Source: an optimization exercise on an open RTL-to-GDS flow (aim: small area, a short achievable clock period and few clock cycles per item). Production flows keep margins and buffers that such runs may drop. In this exercise RTL edits were held to simulation tests only and were not proved equivalent to the original.

==> zinc <==
Design top_sha, start of the top module:
module top_sha(input clk,rst,byte_rdy,byte_stop,input [7:0] data_in,
					output overflow_err,output [255:0] Hash_Digest, output hashing_done
    );
==> flow/config.mk <==
export PLATFORM = sky130hd
export DESIGN_NAME = top_sha
export DESIGN_NICKNAME = top_sha
export VERILOG_FILES = /design/flow/design.v
export SDC_FILE = /design/flow/constraint.sdc
export NUM_CORES = 4
export LEC_CHECK = 0
export ABC_AREA = 1
export CAP_MARGIN = 20
export CORE_MARGIN = 2
export CORE_UTILIZATION = 40
export PLACE_DENSITY = 0.72
export SETUP_SLACK_MARGIN = 4.3
export SLEW_MARGIN = 20
==> flow/constraint.sdc <==
create_clock -name core_clock -period 8.0 [get_ports {clk}]
set_input_delay 1.6000 -clock core_clock [delete_from_list [all_inputs] [get_ports {clk}]]
set_output_delay 1.6000 -clock core_clock [all_outputs]
set_load 0.01 [all_outputs]
standard.sh (not shown) runs the stock make flow with config.mk's settings and CLKGATE_MAP_FILE= SYNTH_SCRIPT=/design/flow/synth_recipe.tcl, a recipe that flattens the netlist after the stock synthesis.
==> flow/flow/run.sh <==
#!/bin/bash
# Standard layout, with the smallest buffer on the ports.
set -euo pipefail
export BUFFER_PORTS_ARGS="-buffer_cell sky130_fd_sc_hd__buf_1"
bash standard.sh > standard_make.log 2>&1
==> umber (differences from zinc) <==
--- a/flow/design.v
+++ b/flow/design.v
@@ -19,16 +19,16 @@
 	reg [6:0] lcnt;          
 	reg [6:0] kidx;          
 	reg       kst;           
 	reg       ev;            
 	reg       av;            
 	reg       elast;         
 	reg       efin;          
-	reg       afin;          
-	reg [1:0] ac;            
+	reg       edone;         
+	reg       alast;         
 	reg       done_r;
 	reg       ovf_r;
 	reg [31:0] w1,w2,w3,w4,w5,w6,w7,w8,w9,w10,w11,w12,w13,w14,w15;
 	reg [31:0] X;            
 	reg [31:0] KW;           
 	reg [31:0] T1;           
 	reg [31:0] a,b,c,d,e,f,g,h;
@@ -99,52 +99,48 @@
 	wire [31:0] CH = (e & f) | (~e & g);
 	wire [31:0] dsel = av ? c : d;
 	wire [31:0] us = csa_s(KW, CH, S1);
 	wire [31:0] uc = csa_c(KW, CH, S1);
 	wire [31:0] e_nx  = csa_s(us, uc, dsel) + csa_c(us, uc, dsel);
 	wire [31:0] t1k = elast ? 32'h18fb93e8 : 32'd0;
 	wire [31:0] t1_nx = csa_s(us, uc, t1k) + csa_c(us, uc, t1k);
-	wire [31:0] ak  = (ac == 2'd0) ? IV3 : (ac == 2'd1) ? IV2 : IV1;
-	wire [31:0] ax0 = afin ? 32'd0 : S0;
-	wire [31:0] ax1 = afin ? ak : MJ;
-	wire [31:0] ax2 = afin ? d : T1;
-	wire [31:0] a_nx  = csa_s(ax0, ax1, ax2) + csa_c(ax0, ax1, ax2);
+	wire [31:0] a_nx  = csa_s(S0, MJ, T1) + csa_c(S0, MJ, T1);
 	always @(posedge clk) begin
 		if (!rst) begin
 			len <= 6'd0;
 			stp <= 1'b0;
 			lcnt <= 7'd0;
 			kidx <= 7'd0;
 			efin <= 1'b0;
+			edone <= 1'b0;
 			kst <= 1'b0;
 			ev <= 1'b0;
 			av <= 1'b0;
 			elast <= 1'b0;
-			afin <= 1'b0;
-			ac <= 2'd0;
+			alast <= 1'b0;
 			done_r <= 1'b0;
 			ovf_r <= 1'b0;
 		end else begin
 			if (byte_rdy) begin
 				len <= len_nx;
 			end
 			if (byte_stop) stp <= 1'b1;
 			ovf_r <= ((byte_rdy ? len_nx : len) == 6'd55) & ~byte_stop;
 			if (ld) lcnt <= lcnt + 7'd1;
 			kst <= ld;
 			ev <= kst;
-			av <= ev;
+			av <= ev & ~efin;
 			if (kst) begin
 				kidx <= kidx + 7'd1;
 				elast <= (kidx == 7'd63);
 				efin <= kidx[6];
+				edone <= (kidx == 7'd66);
 			end
-			if (ev) afin <= efin;
-			if (av & afin) ac <= ac + 2'd1;
-			if (av & afin & (ac == 2'd2)) done_r <= 1'b1;
+			if (ev) alast <= elast;
+			if (ev & edone) done_r <= 1'b1;
 		end
 	end
 	always @(posedge clk) begin
 		KW <= kw_nx;
 		T1 <= t1_nx;
 		X <= wexp;
 	end
@@ -158,19 +154,24 @@
 	end
 	always @(posedge clk) begin
 		if (!rst) begin
 			a <= IV0; b <= IV1; c <= IV2; d <= IV3;
 			e <= IV4; f <= IV5; g <= IV6; h <= IV7;
 		end else begin
 			if (av) begin
-				a <= a_nx; b <= a; c <= b; d <= c;
+				a <= a_nx;
+				if (alast) begin
+					b <= a + IV1; c <= b + IV2; d <= c + IV3;
+				end else begin
+					b <= a; c <= b; d <= c;
+				end
 			end
 			if (ev) begin
 				e <= efin ? KW : e_nx;
 				f <= e; g <= f; h <= g;
 			end
 		end
 	end
-	assign Hash_Digest = {d, a, b, c, h, e, f, g};
+	assign Hash_Digest = {a, b, c, d, h, e, f, g};
 	assign hashing_done = done_r;
 	assign overflow_err = ovf_r;
 endmodule
Settings changed: CORE_UTILIZATION 40 to 55, PLACE_DENSITY 0.72 to default, SETUP_SLACK_MARGIN 4.3 to 4.4.
==> lagoon (differences from zinc) <==
Settings changed: CAP_MARGIN 20 to 5, PLACE_DENSITY 0.72 to default, SLEW_MARGIN 20 to 5.
==> summary of the runs <==
- umber ran to the end with no violations. zinc finished clean. lagoon finished with timing, DRC and antenna clean.
- Register-to-register slack, highest first: lagoon, zinc, umber.
- Utilization: lagoon < zinc < umber.
- Routed wire length: zinc < lagoon < umber.
- Synthesized cell count is the same in lagoon and zinc.
- Via count, lowest first: lagoon, zinc, umber.
Testbench counts of zinc, summed over its fixed seeds: cycles 35,171, items 384.
Testbench counts of umber, summed over its fixed seeds: cycles 34,787, items 384.
Testbench counts of lagoon, summed over its fixed seeds: cycles 35,171, items 384.

==> port drivers added, routing unchanged <==
The results above use ideal ports. As a check the final layouts listed here were re-extracted and re-timed, cells and wires unchanged.
Step 1 sets driving cells, clkbuf_16 on the clock port and buf_2 on the other inputs (assumed; they add their load-dependent delay and slew).
Step 2 adds t to the input delays and takes it off the output delays; t is the mean of the earliest and latest rising clock arrival at the registers after step 1. Input paths then give back, and output paths get back, about the clock's delay inside the block.
Slacks: no drivers / after step 1 / after step 2; pairs: no drivers / after step 1.
| run | shift t [ns] | setup WS [ns] | clock arrival spread, ns | slew at the worst register clock pin (ns) | pins driven straight from the clock port |
|---|---|---|---|---|---|
| zinc | 0.764 | 4.187 / 4.187 / 3.574 | 0.056 / 0.056 | 0.07 / 0.07 | 1 |
| umber | 0.776 | 4.093 / 4.093 / 3.642 | 0.073 / 0.073 | 0.07 / 0.07 | 1 |
| lagoon | 0.786 | 4.272 / 4.272 / 3.645 | 0.051 / 0.052 | 0.07 / 0.07 | 1 |
After both steps every run listed still meets setup and hold. The setup slack of lagoon, which loses most, moves by 0.000 ns with the drivers and by -0.627 ns with both steps.
